Source: an optimization exercise on an open RTL-to-GDS flow (aim: small area, a short achievable clock period and few clock cycles). Production flows keep margins and buffers that such runs may drop.
In this exercise RTL edits were held to simulation tests only and were not proved equivalent to the original.
No activity file was given, so power comes from the tool's default toggle rates.

// WorkingFinal
module WorkingFinal(input clk, input reset, input wire [15:0] mem_rdata,
                    output wire [15:0] mem_addr, output wire [15:0] mem_wdata,
                    output wire mem_we, output wire halt);
==> flow/config.mk <==
export PLATFORM = sky130hd
export DESIGN_NAME = WorkingFinal
export DESIGN_NICKNAME = WorkingFinal
export VERILOG_FILES = /design/flow/design.v
export SDC_FILE = /design/flow/constraint.sdc
export NUM_CORES = 4
export LEC_CHECK = 0
export ABC_AREA = 1
export CAP_MARGIN = 20
export CORE_MARGIN = 2
export CORE_UTILIZATION = 45
export SLEW_MARGIN = 20
==> flow/constraint.sdc <==
create_clock -name core_clock -period 30.0 [get_ports {clk}]
set_input_delay 6.0000 -clock core_clock [delete_from_list [all_inputs] [get_ports {clk}]]
set_output_delay 6.0000 -clock core_clock [all_outputs]
set_load 0.01 [all_outputs]
standard.sh (not shown) runs the stock make flow with config.mk's settings and CLKGATE_MAP_FILE= SYNTH_SCRIPT=/design/flow/synth_recipe.tcl, a recipe that flattens the netlist after the stock synthesis.
==> flow/flow/run.sh <==
#!/bin/bash
# The standard layout (the standard.sh: ORFS synthesis to finish, unchanged
# scripts and constraints), with timing repair asked to keep a setup margin,
# so that the repair works on the achieved period and not just on the 30 ns
# clock. The make output goes to standard.log; ORFS keeps each step's log
# under orfs/logs.
set -euo pipefail
bash standard.sh SETUP_SLACK_MARGIN=23 finish > standard.log 2>&1
Testbench counts at the start, summed over its fixed seeds: cycles 16,919.
Next try:
--- a/flow/design.v
+++ b/flow/design.v
@@ -7,19 +7,19 @@
 	reg [15:0] wdr;       
 	reg [15:0] rem;       
 	reg [15:0] r4, r5, r6, r7;
 	reg        we;        
 	reg        dcyc;      
 	reg        ldw;       
 	reg [2:0]  ldrd;      
 	reg        halted;
 	reg [1:0]  dst;       
-	reg [3:0]  cnt;       
+	reg [2:0]  cnt;       
 	assign mem_addr  = mar;
 	assign mem_wdata = wdr;
 	assign mem_we    = we;
 	assign halt      = halted;
 	wire [3:0] op = ir[15:12];
 	wire [2:0] rd = ir[11:9];
 	wire [2:0] rs = ir[8:6];
 	wire [2:0] rt = ir[5:3];
 	wire [2:0] rc = ir[2:0];
@@ -54,31 +54,29 @@
 	wire [15:0] B = rdreg(bidx, r4, r5, r6, r7);
 	wire [15:0] C = rdreg(rc, r4, r5, r6, r7);
 	reg [15:0] x, y;
 	reg cin1, cin2;
 	always @(*) begin
 		x = B; y = C; cin1 = 1'b0; cin2 = 1'b0;
 		case (op)
 			4'b0001: begin x = ~B; y = ~C; cin1 = 1'b1; cin2 = 1'b1; end
 			4'b0010: begin y = ~C; cin2 = 1'b1; end
-			4'b0011: begin x = {rem[14:0], wdr[15]}; y = ~C; cin2 = 1'b1; end
 			4'b0100: y = sext3;
 			4'b1010: begin x = mar; y = soff; end
 			4'b1000, 4'b1001, 4'b1101: begin x = 16'd0; y = sext6; end
 			default: ;
 		endcase
 	end
-	wire [15:0] a = (isBNE || isDIV) ? 16'd0 : A;
+	wire [15:0] a = isBNE ? 16'd0 : A;
 	wire [15:0] cs = a ^ x ^ y;
 	wire [15:0] cc = (a & x) | (a & y) | (x & y);
-	wire [17:0] addw = {1'b0, cs, 1'b1} + {1'b0, cc[14:0], cin1, cin2};
+	wire [16:0] addw = {cs, 1'b1} + {cc[14:0], cin1, cin2};
 	wire [15:0] sum = addw[16:1];
-	wire cout = addw[17] | cc[15];    
 	wire big = ir[2];    
 	wire [1:0] sa = ir[1:0];
 	wire [15:0] sll = big ? 16'd0 : (A << sa);
 	wire [15:0] srl = big ? 16'd0 : (A >> sa);
 	wire signed [15:0] As = A;
 	wire [15:0] sra0 = As >>> sa;
 	wire [15:0] sra = big ? {16{A[15]}} : sra0;
 	reg [15:0] res;
 	always @(*) begin
@@ -96,39 +94,40 @@
 	wire e_redir = ev && ((isBNE && ne) || isJALR);
 	wire e_mem   = ev && (isLW || isSW);
 	wire e_stall = ev && isDIV && (dst != 2'd2);
 	wire fa      = fc && !e_redir && !e_stall;            
 	wire f_isJ   = (mem_rdata[15:12] == 4'b1100);
 	wire f_isH   = (mem_rdata[15:13] == 3'b111);
 	wire [15:0] nseq = f_isJ ? jtgt_f : marp2;
 	wire div_start = ev && isDIV && (dst == 2'd0);
 	wire div_iter  = (dst == 2'd1);
-	wire div_last  = div_iter && (cnt == 4'd0);
+	wire div_last  = div_iter && (cnt == 3'd0);
 	wire div_qw    = ev && (dst == 2'd2);
-	wire dq = rem[15] | cout;
-	wire [15:0] rnext = dq ? sum : {rem[14:0], wdr[15]};
+	wire [16:0] dt1 = {rem, wdr[15]} - {1'b0, C};
+	wire dq1 = !dt1[16];
+	wire [15:0] r1 = dq1 ? dt1[15:0] : {rem[14:0], wdr[15]};
+	wire [16:0] dt2 = {r1, wdr[14]} - {1'b0, C};
+	wire dq2 = !dt2[16];
+	wire [15:0] rnext = dq2 ? dt2[15:0] : {r1[14:0], wdr[14]};
 	wire dz = (C == 16'd0);
 	wire [1:0] lzn = dz ? 2'd0 :
 	                 (B[15:12] != 4'd0) ? 2'd0 :
 	                 (B[11:8]  != 4'd0) ? 2'd1 :
 	                 (B[7:4]   != 4'd0) ? 2'd2 : 2'd3;
 	reg [15:0] bsh;
 	always @(*) begin
 		case (lzn)
 			2'd0: bsh = B;
 			2'd1: bsh = {B[11:0], 4'd0};
 			2'd2: bsh = {B[7:0], 8'd0};
 			default: bsh = {B[3:0], 12'd0};
 		endcase
 	end
-	wire dhz = (C[15:2] == 14'd0);
-	wire s1q = dz || (dhz && C[1:0] == 2'd1 && bsh[15]);
-	wire s1r = bsh[15] && !(dhz && C[1:0] == 2'd1);
 	reg        wen;
 	reg [1:0]  widx;
 	reg [15:0] wdat;
 	always @(*) begin
 		wen = 1'b0; widx = rd[1:0]; wdat = res;
 		if (dcyc) begin
 			wen = ldw && ldrd[2]; widx = ldrd[1:0]; wdat = mem_rdata;
 		end else if (div_last) begin
 			wen = rs[2]; widx = rs[1:0]; wdat = rnext;
@@ -181,26 +180,26 @@
 				dst <= 2'd0;
 		end
 	end
 	always @(posedge clk) begin
 		if (fa)
 			ir <= mem_rdata;
 		ldw <= isLW;
 		ldrd <= rd;
 		if (div_iter)
-			wdr <= {wdr[14:0], dq};
+			wdr <= {wdr[13:0], dq1, dq2};
 		else if (div_start)
-			wdr <= {bsh[14:0], s1q};
+			wdr <= bsh;
 		else
 			wdr <= B;
 		if (div_iter)
-			cnt <= cnt - 4'd1;
+			cnt <= cnt - 3'd1;
 		else
-			cnt <= {~lzn, 2'b10};
+			cnt <= {~lzn, 1'b1};
 		if (div_iter)
 			rem <= rnext;
 		else if (div_start)
-			rem <= {15'd0, s1r};
+			rem <= 16'd0;
 		else
 			rem <= nseq;
 	end
 endmodule
The new run completed with no timing, DRC or antenna violations; hold slack is worse by 0.027 ns; clock skew is about the same; power increases by 27%; register-to-register slack is better by 0.11 ns; final cell count increases by 12%; setup slack is better by 0.059 ns; non-clock buffer count increases by 21; combinational power increases by 42%; routed wire length increases by 10%.
Testbench counts after the change, summed over its fixed seeds: cycles 15,817.

---

== main ==
The RTL this note starts from:
==> flow/design.v <==
module WorkingFinal(input clk, input reset, input wire [15:0] mem_rdata,
                    output wire [15:0] mem_addr, output wire [15:0] mem_wdata,
                    output wire mem_we, output wire halt);
	reg [15:0] mar;       
	reg [15:0] ir;        
	reg        iv;        
	reg [15:0] wdr;       
	reg [15:0] rem;       
	reg [15:0] r4, r5, r6, r7;
	reg        we;        
	reg        dcyc;      
	reg        ldw;       
	reg [2:0]  ldrd;      
	reg        halted;
	reg [1:0]  dst;       
	reg [3:0]  cnt;       
	assign mem_addr  = mar;
	assign mem_wdata = wdr;
	assign mem_we    = we;
	assign halt      = halted;
	wire [3:0] op = ir[15:12];
	wire [2:0] rd = ir[11:9];
	wire [2:0] rs = ir[8:6];
	wire [2:0] rt = ir[5:3];
	wire [2:0] rc = ir[2:0];
	wire [15:0] sext6 = {{10{ir[5]}}, ir[5:0]};
	wire [15:0] sext3 = {{13{ir[2]}}, ir[2:0]};
	wire [15:0] soff = {sext6[14:0], 1'b0};
	wire isDIV  = (op == 4'b0011);
	wire isLW   = (op == 4'b1000);
	wire isSW   = (op == 4'b1001);
	wire isBNE  = (op == 4'b1010);
	wire isJALR = (op == 4'b1101);
	wire isSH   = (op[3:2] == 2'b01) && (op[1:0] != 2'b00);
	wire isORI  = (op == 4'b1011);
	wire wrRd   = (op[3] == 1'b0 && op != 4'b0011) || isORI || isJALR;
	wire fc = !dcyc && !halted;    
	wire ev = iv && fc;            
	function [15:0] rdreg(input [2:0] i, input [15:0] a4, input [15:0] a5,
	                      input [15:0] a6, input [15:0] a7);
		case (i)
			3'd0: rdreg = 16'd1;
			3'd1: rdreg = 16'd3;
			3'd2: rdreg = 16'd4;
			3'd3: rdreg = 16'd15;
			3'd4: rdreg = a4;
			3'd5: rdreg = a5;
			3'd6: rdreg = a6;
			default: rdreg = a7;
		endcase
	endfunction
	wire [2:0] bidx = (isBNE || isSW) ? rd : rt;
	wire [15:0] A = rdreg(rs, r4, r5, r6, r7);
	wire [15:0] B = rdreg(bidx, r4, r5, r6, r7);
	wire [15:0] C = rdreg(rc, r4, r5, r6, r7);
	reg [15:0] x, y;
	reg cin1, cin2;
	always @(*) begin
		x = B; y = C; cin1 = 1'b0; cin2 = 1'b0;
		case (op)
			4'b0001: begin x = ~B; y = ~C; cin1 = 1'b1; cin2 = 1'b1; end
			4'b0010: begin y = ~C; cin2 = 1'b1; end
			4'b0011: begin x = {rem[14:0], wdr[15]}; y = ~C; cin2 = 1'b1; end
			4'b0100: y = sext3;
			4'b1010: begin x = mar; y = soff; end
			4'b1000, 4'b1001, 4'b1101: begin x = 16'd0; y = sext6; end
			default: ;
		endcase
	end
	wire [15:0] a = (isBNE || isDIV) ? 16'd0 : A;
	wire [15:0] cs = a ^ x ^ y;
	wire [15:0] cc = (a & x) | (a & y) | (x & y);
	wire [17:0] addw = {1'b0, cs, 1'b1} + {1'b0, cc[14:0], cin1, cin2};
	wire [15:0] sum = addw[16:1];
	wire cout = addw[17] | cc[15];    
	wire big = ir[2];    
	wire [1:0] sa = ir[1:0];
	wire [15:0] sll = big ? 16'd0 : (A << sa);
	wire [15:0] srl = big ? 16'd0 : (A >> sa);
	wire signed [15:0] As = A;
	wire [15:0] sra0 = As >>> sa;
	wire [15:0] sra = big ? {16{A[15]}} : sra0;
	reg [15:0] res;
	always @(*) begin
		case (op)
			4'b0101: res = sll;
			4'b0110: res = srl;
			4'b0111: res = sra;
			4'b1011: res = A | {10'd0, ir[5:0]};
			default: res = sum;
		endcase
	end
	wire [15:0] marp2 = mar + 16'd2;
	wire ne = (A != B);
	wire [15:0] jtgt_f = {marp2[15:13], mem_rdata[11:0], 1'b0};
	wire e_redir = ev && ((isBNE && ne) || isJALR);
	wire e_mem   = ev && (isLW || isSW);
	wire e_stall = ev && isDIV && (dst != 2'd2);
	wire fa      = fc && !e_redir && !e_stall;            
	wire f_isJ   = (mem_rdata[15:12] == 4'b1100);
	wire f_isH   = (mem_rdata[15:13] == 3'b111);
	wire [15:0] nseq = f_isJ ? jtgt_f : marp2;
	wire div_start = ev && isDIV && (dst == 2'd0);
	wire div_iter  = (dst == 2'd1);
	wire div_last  = div_iter && (cnt == 4'd0);
	wire div_qw    = ev && (dst == 2'd2);
	wire dq = rem[15] | cout;
	wire [15:0] rnext = dq ? sum : {rem[14:0], wdr[15]};
	wire dz = (C == 16'd0);
	wire [1:0] lzn = dz ? 2'd0 :
	                 (B[15:12] != 4'd0) ? 2'd0 :
	                 (B[11:8]  != 4'd0) ? 2'd1 :
	                 (B[7:4]   != 4'd0) ? 2'd2 : 2'd3;
	reg [15:0] bsh;
	always @(*) begin
		case (lzn)
			2'd0: bsh = B;
			2'd1: bsh = {B[11:0], 4'd0};
			2'd2: bsh = {B[7:0], 8'd0};
			default: bsh = {B[3:0], 12'd0};
		endcase
	end
	wire dhz = (C[15:2] == 14'd0);
	wire s1q = dz || (dhz && C[1:0] == 2'd1 && bsh[15]);
	wire s1r = bsh[15] && !(dhz && C[1:0] == 2'd1);
	reg        wen;
	reg [1:0]  widx;
	reg [15:0] wdat;
	always @(*) begin
		wen = 1'b0; widx = rd[1:0]; wdat = res;
		if (dcyc) begin
			wen = ldw && ldrd[2]; widx = ldrd[1:0]; wdat = mem_rdata;
		end else if (div_last) begin
			wen = rs[2]; widx = rs[1:0]; wdat = rnext;
		end else if (div_qw) begin
			wen = rd[2]; widx = rd[1:0]; wdat = wdr;
		end else if (ev && wrRd) begin
			wen = rd[2]; widx = rd[1:0]; wdat = isJALR ? mar : res;
		end
	end
	always @(posedge clk) begin
		if (wen && widx == 2'd0) r4 <= wdat;
		if (wen && widx == 2'd1) r5 <= wdat;
		if (wen && widx == 2'd2) r6 <= wdat;
		if (wen && widx == 2'd3) r7 <= wdat;
	end
	always @(posedge clk) begin
		if (reset) begin
			mar <= 16'd0;
			iv <= 1'b0;
			we <= 1'b0;
			dcyc <= 1'b0;
			halted <= 1'b0;
			dst <= 2'd0;
		end else begin
			we <= e_mem && isSW;
			dcyc <= e_mem;
			if (dcyc)
				mar <= rem;
			else if (halted)
				mar <= mar;
			else if (e_redir)
				mar <= sum;
			else if (e_mem)
				mar <= sum;
			else if (e_stall)
				mar <= mar;
			else
				mar <= nseq;
			if (fa)
				iv <= !f_isJ;
			else if (e_redir)
				iv <= 1'b0;
			if (fa && f_isH)
				halted <= 1'b1;
			if (div_start)
				dst <= 2'd1;
			else if (div_last)
				dst <= 2'd2;
			else if (div_qw)
				dst <= 2'd0;
		end
	end
	always @(posedge clk) begin
		if (fa)
			ir <= mem_rdata;
		ldw <= isLW;
		ldrd <= rd;
		if (div_iter)
			wdr <= {wdr[14:0], dq};
		else if (div_start)
			wdr <= {bsh[14:0], s1q};
		else
			wdr <= B;
		if (div_iter)
			cnt <= cnt - 4'd1;
		else
			cnt <= {~lzn, 2'b10};
		if (div_iter)
			rem <= rnext;
		else if (div_start)
			rem <= {15'd0, s1r};
		else
			rem <= nseq;
	end
endmodule
clock: 30.0 ns
lec_check: 0
abc_area: 1
cap_margin: 20
core_margin: 2
core_utilization: 45
cts_buf_list: sky130_fd_sc_hd__clkbuf_8
slew_margin: 20
==> flow/flow/run.sh <==
#!/bin/bash
# The standard layout (standard.sh: ORFS from synthesis to finish, with
# the standard flow's constraints), with two changes:
#  - synthesis is the standard flow's synthesis script, except that ABC maps the logic
#    with flow/abc_map_a.script (area-oriented mapping); flip-flop mapping and
#    every other synthesis step are unchanged, so the registers are the same;
#  - timing repair keeps a setup margin, so that it works on the achieved
#    period and not only on the 30 ns clock.
# Make's output goes to standard.log; ORFS keeps each step's log under orfs/logs.
set -euo pipefail
here=$(pwd)
{
  echo "proc abc {args} { set i [lsearch \$args -script]; if {\$i >= 0} { lset args [expr {\$i + 1}] $here/flow/abc_map_a.script }; yosys abc {*}\$args }"
  cat synth_recipe.tcl
} > synth_recipe_own.tcl
sed "s#SYNTH_SCRIPT=$here/synth_recipe.tcl#SYNTH_SCRIPT=$here/synth_recipe_own.tcl#" standard.sh > standard_own.sh
grep -q synth_recipe_own.tcl standard_own.sh
bash standard_own.sh SETUP_SLACK_MARGIN=23 finish > standard.log 2>&1
==> flow/flow/abc_map_a.script <==
strash
dch -f
map -a
topo
stime -c
main closes out successfully: all stages finished, all timing, DRC and antenna checks passed.
Testbench counts of main, summed over its fixed seeds: cycles 16,919.
For the feature branch, these inputs were changed with respect to main:
-- flow/design.v --
<<< main, line 15
	reg [1:0]  dst;       
	reg [3:0]  cnt;       
	assign mem_addr  = mar;
	assign mem_wdata = wdr;
>>> the feature branch, line 15
	reg [1:0]  dst;       
	reg [3:0]  cnt;       
	reg        dsm;       
	assign mem_addr  = mar;
	assign mem_wdata = wdr;
<<< main, line 54
	wire [15:0] B = rdreg(bidx, r4, r5, r6, r7);
	wire [15:0] C = rdreg(rc, r4, r5, r6, r7);
	reg [15:0] x, y;
	reg cin1, cin2;
>>> the feature branch, line 55
	wire [15:0] B = rdreg(bidx, r4, r5, r6, r7);
	wire [15:0] C = rdreg(rc, r4, r5, r6, r7);
	wire big = ir[2];
	wire [1:0] sa = ir[1:0];
	wire left = (op == 4'b0101);
	wire fill = (op == 4'b0111) && A[15];
	wire [15:0] s1 = sa[0] ? (left ? {A[14:0], 1'b0} : {fill, A[15:1]}) : A;
	wire [15:0] s2 = sa[1] ? (left ? {s1[13:0], 2'b0} : {{2{fill}}, s1[15:2]}) : s1;
	wire [15:0] shv = big ? {16{fill}} : s2;
	reg [15:0] x, y;
	reg cin1, cin2;
<<< main, line 61
			4'b0001: begin x = ~B; y = ~C; cin1 = 1'b1; cin2 = 1'b1; end
			4'b0010: begin y = ~C; cin2 = 1'b1; end
			4'b0011: begin x = {rem[14:0], wdr[15]}; y = ~C; cin2 = 1'b1; end
			4'b0100: y = sext3;
			4'b1010: begin x = mar; y = soff; end
			4'b1000, 4'b1001, 4'b1101: begin x = 16'd0; y = sext6; end
			default: ;
		endcase
	end
	wire [15:0] a = (isBNE || isDIV) ? 16'd0 : A;
	wire [15:0] cs = a ^ x ^ y;
	wire [15:0] cc = (a & x) | (a & y) | (x & y);
>>> the feature branch, line 69
			4'b0001: begin x = ~B; y = ~C; cin1 = 1'b1; cin2 = 1'b1; end
			4'b0010: begin y = ~C; cin2 = 1'b1; end
			4'b0011: begin x = (dst == 2'd1) ? {rem[14:0], wdr[15]} : B; y = ~C; cin2 = 1'b1; end
			4'b0100: y = sext3;
			4'b1010: begin x = mar; y = soff; end
			4'b0101, 4'b0110, 4'b0111: begin x = shv; y = 16'd0; end
			4'b1011: begin x = 16'd0; y = {10'd0, ir[5:0] & ~A[5:0]}; end
			4'b1000, 4'b1001, 4'b1101: begin x = 16'd0; y = sext6; end
			default: ;
		endcase
	end
	wire [15:0] a = (isBNE || isDIV || isSH) ? 16'd0 : A;
	wire [15:0] cs = a ^ x ^ y;
	wire [15:0] cc = (a & x) | (a & y) | (x & y);
<<< main, line 74
	wire [15:0] sum = addw[16:1];
	wire cout = addw[17] | cc[15];    
	wire big = ir[2];    
	wire [1:0] sa = ir[1:0];
	wire [15:0] sll = big ? 16'd0 : (A << sa);
	wire [15:0] srl = big ? 16'd0 : (A >> sa);
	wire signed [15:0] As = A;
	wire [15:0] sra0 = As >>> sa;
	wire [15:0] sra = big ? {16{A[15]}} : sra0;
	reg [15:0] res;
	always @(*) begin
		case (op)
			4'b0101: res = sll;
			4'b0110: res = srl;
			4'b0111: res = sra;
			4'b1011: res = A | {10'd0, ir[5:0]};
			default: res = sum;
		endcase
	end
	wire [15:0] marp2 = mar + 16'd2;
	wire ne = (A != B);
>>> the feature branch, line 84
	wire [15:0] sum = addw[16:1];
	wire cout = addw[17] | cc[15];    
	wire [15:0] res = sum;
	wire [15:0] marp2 = mar + 16'd2;
	wire ne = (A != B);
<<< main, line 102
	wire [15:0] nseq = f_isJ ? jtgt_f : marp2;
	wire div_start = ev && isDIV && (dst == 2'd0);
	wire div_iter  = (dst == 2'd1);
	wire div_last  = div_iter && (cnt == 4'd0);
	wire div_qw    = ev && (dst == 2'd2);
>>> the feature branch, line 96
	wire [15:0] nseq = f_isJ ? jtgt_f : marp2;
	wire div_start = ev && isDIV && (dst == 2'd0);
	wire div_small = (dst == 2'd1) && dsm;
	wire div_iter  = (dst == 2'd1) && !dsm;
	wire div_last  = div_iter && (cnt == 4'd0);
	wire div_qw    = ev && (dst == 2'd2);
<<< main, line 122
	end
	wire dhz = (C[15:2] == 14'd0);
	wire s1q = dz || (dhz && C[1:0] == 2'd1 && bsh[15]);
	wire s1r = bsh[15] && !(dhz && C[1:0] == 2'd1);
>>> the feature branch, line 117
	end
	wire dhz = (C[15:2] == 14'd0);
	wire dv1 = dhz && (C[1:0] == 2'd1);    
	wire s1q = dz || (dhz && C[1:0] == 2'd1 && bsh[15]);
	wire s1r = bsh[15] && !(dhz && C[1:0] == 2'd1);
<<< main, line 133
		end else if (div_last) begin
			wen = rs[2]; widx = rs[1:0]; wdat = rnext;
		end else if (div_qw) begin
			wen = rd[2]; widx = rd[1:0]; wdat = wdr;
>>> the feature branch, line 129
		end else if (div_last) begin
			wen = rs[2]; widx = rs[1:0]; wdat = rnext;
		end else if (div_small) begin
			wen = rs[2]; widx = rs[1:0]; wdat = dv1 ? 16'd0 : B;
		end else if (div_qw) begin
			wen = rd[2]; widx = rd[1:0]; wdat = wdr;
<<< main, line 176
			if (div_start)
				dst <= 2'd1;
			else if (div_last)
				dst <= 2'd2;
			else if (div_qw)
>>> the feature branch, line 174
			if (div_start)
				dst <= 2'd1;
			else if (div_last || div_small)
				dst <= 2'd2;
			else if (div_qw)
<<< main, line 187
		ldw <= isLW;
		ldrd <= rd;
		if (div_iter)
			wdr <= {wdr[14:0], dq};
		else if (div_start)
>>> the feature branch, line 185
		ldw <= isLW;
		ldrd <= rd;
		dsm <= div_start && (!cout || dv1);
		if (div_small)
			wdr <= dv1 ? B : 16'd0;
		else if (div_iter)
			wdr <= {wdr[14:0], dq};
		else if (div_start)
### Flow results
- The feature branch vs main: non-clock buffer count up by more than a quarter
- The feature branch vs main — detailed-routed wire length on met2 climbed by a few percent
- Sort main and the feature branch by final-layout worst hold slack asc -> top: main
- Portion of total power attributed to combinational logic: lower on main
- Taking main as the reference, in the feature branch setup TNS held steady, total die area up about 0.6%, routed wire length went up.
- The feature branch vs main on growth of design area from synthesis to finish: the feature branch is the higher one.
- In the reports for main and the feature branch, the smaller wire length on met3 belongs to main.
- main reports its class of the most critical setup path as in -> reg while the feature branch reports reg -> out.
- Comparing main with the feature branch, the worst setup slack after layout came out essentially unchanged.
- Number of H-tree levels came out exactly the same in main and the feature branch.
- HPWL after detailed placement grows by more than 10% when moving from main to the feature branch.
- Maximum vdd drop in the feature branch is about 53% higher than in main
Testbench counts of the feature branch, summed over its fixed seeds: cycles 16,041.

[static timing again, ports no longer ideal]
Ports are ideal in the flow. The routed layouts listed here were re-timed in OpenROAD. Step 1 assumes that a clkbuf_16 drives the clock port and a buf_2 every other input. Step 2 times the ports against the registers' clock, not the clock port: input delays grow and output delays shrink by t, the midpoint of the rising clock arrivals with the driver on. Three values: ideal, step 1, step 2; two values: the first two.
run	t, ns	slack for setup (ns)	latest minus earliest clock arrival (ns)	cell pins on the clock port's net
the first run of note 1	0.485	22.969 / 22.961 / 22.505	0.019 / 0.019	1
the second run of note 1	0.516	23.028 / 22.973 / 22.523	0.019 / 0.019	1
main	0.532	22.992 / 22.971 / 22.482	0.019 / 0.019	1
the feature branch	0.528	22.989 / 22.941 / 22.537	0.033 / 0.033	1
After both steps every run listed still meets setup and hold. For main, which loses most, drivers alone change the setup slack by -0.021 ns; drivers and shift together by -0.510 ns.
